Background: an optimization exercise with open tools, aiming at small area and a short achievable clock period. Do not read the settings as production practice. RTL that was checked went through simulation tests only; none was proved equivalent to the original. No activity file was given, so power comes from the tool's default toggle rates.

run 1:
// CONV
module CONV(
 input wire reset,  
 input wire clk,  
 input wire signed [7: 0] CONV_iData0,  
 input wire signed [7: 0] CONV_iData1,  
 output reg signed [15: 0] CONV_oData  
);
Size: ~1100 cells after synthesis, ~410 flip-flops, about 34 I/O pins.
clock: 10.0 ns
lec_check: 0
cap_margin: 20
core_margin: 2
core_utilization: 70
cts_buf_list: sky130_fd_sc_hd__clkbuf_16
cts_cluster_diameter: 50
cts_cluster_size: 20
slew_margin: 20
run.sh (not shown) runs the stock make flow with config.mk's settings and CLKGATE_MAP_FILE= SYNTH_SCRIPT=/design/flow/synth_recipe.tcl, a recipe that flattens the netlist after the stock synthesis.
Input-level comparison between run 2 and run 1:
- CTS_CLUSTER_DIAMETER changed from 50 to 40
- CTS_CLUSTER_SIZE changed from 20 to 16
- CTS_BUF_LIST changed from sky130_fd_sc_hd__clkbuf_16 to sky130_fd_sc_hd__clkbuf_8
==> flow/flow/run.sh (new file) <==
#!/bin/bash
# Standard layout, with stronger port buffers and timing repair aimed at a
# shorter period than the constraint (the constraint itself is unchanged).
set -uo pipefail
export BUFFER_PORTS_ARGS="-buffer_cell sky130_fd_sc_hd__buf_2"
export SETUP_SLACK_MARGIN=7.0
bash standard.sh > standard_flow.log 2>&1
==> flow/standard.sh (new file) <==
#!/bin/bash
# synth_recipe.tcl (not shown) runs the flow's synth.tcl, then flattens the netlist and writes it again
# the make line also repeats each setting of config.mk as NAME=value (left out here)
make -C /OpenROAD-flow-scripts/flow DESIGN_CONFIG=/design/flow/config.mk WORK_HOME=/design/flow/orfs CLKGATE_MAP_FILE= SYNTH_SCRIPT=/design/flow/synth_recipe.tcl "${@:-finish}"
removed: flow/run.sh
- Run 2 vs. run 1: transition time at the pin with the least slew margin now smaller; critical path depth decreased by 10 relative to the old numbers; design area about even; number of enable flip-flop cells after synthesis stayed essentially flat; total power density per cell area decreased about 0.5%.
- Post-placement cell count: run 2 vs run 1 — no meaningful difference
- Run 1 reports its standard cell with the maximum stage delay on the critical path as sky130_fd_sc_hd__dfxtp_1 while run 2 reports sky130_fd_sc_hd__dfxtp_2.
Function was not checked in any run of this note: the RTL went through the layout flow alone.

---

Setup of alpha:
Another version of the RTL of CONV (not shown whole).
Size in the first run: about 850 cells after synthesis, ~34 I/O pins, about 11000 um^2 of cells after synthesis.
==> flow/config.mk <==
export PLATFORM = sky130hd
export DESIGN_NAME = CONV
export DESIGN_NICKNAME = CONV
export VERILOG_FILES = /design/flow/design.v
export SDC_FILE = /design/flow/constraint.sdc
export NUM_CORES = 4
export LEC_CHECK = 0
export CAP_MARGIN = 20
export CORE_MARGIN = 2
export CORE_UTILIZATION = 77
export CTS_BUF_LIST = sky130_fd_sc_hd__clkbuf_8
export CTS_CLUSTER_DIAMETER = 40
export CTS_CLUSTER_SIZE = 16
export SLEW_MARGIN = 20
==> flow/constraint.sdc <==
create_clock -name core_clock -period 10.0 [get_ports {clk}]
set_input_delay 2.0000 -clock core_clock [delete_from_list [all_inputs] [get_ports {clk}]]
set_output_delay 2.0000 -clock core_clock [all_outputs]
set_load 0.01 [all_outputs]
standard.sh (not shown) runs the stock make flow with config.mk's settings and CLKGATE_MAP_FILE= SYNTH_SCRIPT=/design/flow/synth_recipe.tcl, a recipe that flattens the netlist after the stock synthesis.
==> flow/flow/run.sh <==
#!/bin/bash
# Standard layout, with stronger port buffers, a stronger clock root buffer and
# timing repair aimed at a shorter period than the constraint (the constraint
# itself is unchanged).
set -uo pipefail
export BUFFER_PORTS_ARGS="-buffer_cell sky130_fd_sc_hd__buf_2"
export SETUP_SLACK_MARGIN=7.0
export CTS_ARGS="-sink_clustering_enable -repair_clock_nets -sink_clustering_size 16 -sink_clustering_max_diameter 40 -buf_list sky130_fd_sc_hd__clkbuf_8 -dont_use_dummy_load"
bash standard.sh > standard_flow.log 2>&1
alpha: done, clean on timing, DRC and antenna
Here is what was changed in the inputs of beta compared with alpha.
- CORE_UTILIZATION changed from 77 to 70
==> notes.md <==
- beta vs. alpha: logic gate share of total power moved down, number of global-route vias before repair moved down, number of well-tap cells placed moved up.
- Compared with alpha, in beta total placed cells including tap cells went up, initial cell density of the core decreased 6.7 points, count of buffers not belonging to the clock network in the layout now sits lower, power essentially unchanged.
- Worst hold slack ends up higher on alpha.
- Looking at the reports, beta completed the entire flow and the layout it produced met the timing, DRC and antenna checks.
Edits applied to the flow inputs when going from beta to gamma:
diff --git a/flow/flow/run.sh b/flow/flow/run.sh
--- a/flow/flow/run.sh
+++ b/flow/flow/run.sh
@@ -7 +7 @@
-export SETUP_SLACK_MARGIN=7.0
+export SETUP_SLACK_MARGIN=7.2
==> notes.md <==
beta completed end to end with timing, DRC and antenna clean.
gamma completed; timing, DRC and antenna clean
gamma vs. beta: routed wire length went up by 1.7%.
Sort gamma and beta by layout-stage area growth over the synthesis result, descending, and gamma comes first.
| count of fill cells added during filler insertion | lower: gamma |
From beta to gamma the numbers moved as follows: design area +about 1.7%; floorplan die area closely matched the old numbers.
What delta does differently from gamma at the input level:
diff --git a/flow/flow/run.sh b/flow/flow/run.sh
--- a/flow/flow/run.sh
+++ b/flow/flow/run.sh
@@ -7,2 +7,2 @@
-export SETUP_SLACK_MARGIN=7.2
-export CTS_ARGS="-sink_clustering_enable -repair_clock_nets -sink_clustering_size 16 -sink_clustering_max_diameter 40 -buf_list sky130_fd_sc_hd__clkbuf_8 -dont_use_dummy_load"
+export SETUP_SLACK_MARGIN=7.1
+export CTS_ARGS="-sink_clustering_enable -repair_clock_nets -sink_clustering_size 12 -sink_clustering_max_diameter 35 -buf_list sky130_fd_sc_hd__clkbuf_16 -dont_use_dummy_load"
- Measured against each other, gamma and delta differ in total track usage, the higher figure coming from delta.
- When delta is measured against gamma, its maximum vdd ir drop turns out 13% higher.
- Summary: with gamma as the reference, ratio of routed vias to standard cells in delta moved up by a few percent.
- Measured against each other, gamma and delta differ in number of clock buffers inserted by TritonCTS, the higher figure coming from delta.
- When delta is measured against gamma, its overall routed net length turns out about 10% higher.
- ~same final setup slack of the worst path in gamma and delta

port drivers added, routing unchanged:
In the flow no input, the clock included, has a driving cell. The finished layouts below were timed again as built, in two steps. Step 1 (the two cells are an assumption about what drives the block):
set clk [get_ports {clk}]
set_driving_cell -lib_cell sky130_fd_sc_hd__clkbuf_16 $clk
set_driving_cell -lib_cell sky130_fd_sc_hd__buf_2 [delete_from_list [all_inputs] $clk]
Step 2, shift: input delay + t, output delay - t, t = (earliest + latest rising clock arrival at the registers) / 2. This alone moves slack from input paths to output paths. Three values: no drivers, after step 1, after step 2; two values: the first two.
run | shift t [ns] | setup WS [ns] | worst data-port slew with drivers (ns)
run 1 | 0.608 | 6.226 / 6.226 / 6.226 | 0.05
run 2 | 0.572 | 6.996 / 6.954 / 7.006 | 0.03
alpha | 0.545 | 6.996 / 6.954 / 6.757 | 0.04
beta | 0.533 | 7.005 / 6.969 / 6.727 | 0.03
gamma | 0.534 | 7.002 / 6.966 / 6.917 | 0.03
delta | 0.538 | 7.001 / 6.958 / 6.666 | 0.03
After both steps every run listed still meets setup and hold. For delta, which loses most, drivers alone change the setup slack by -0.043 ns; drivers and shift together by -0.335 ns.
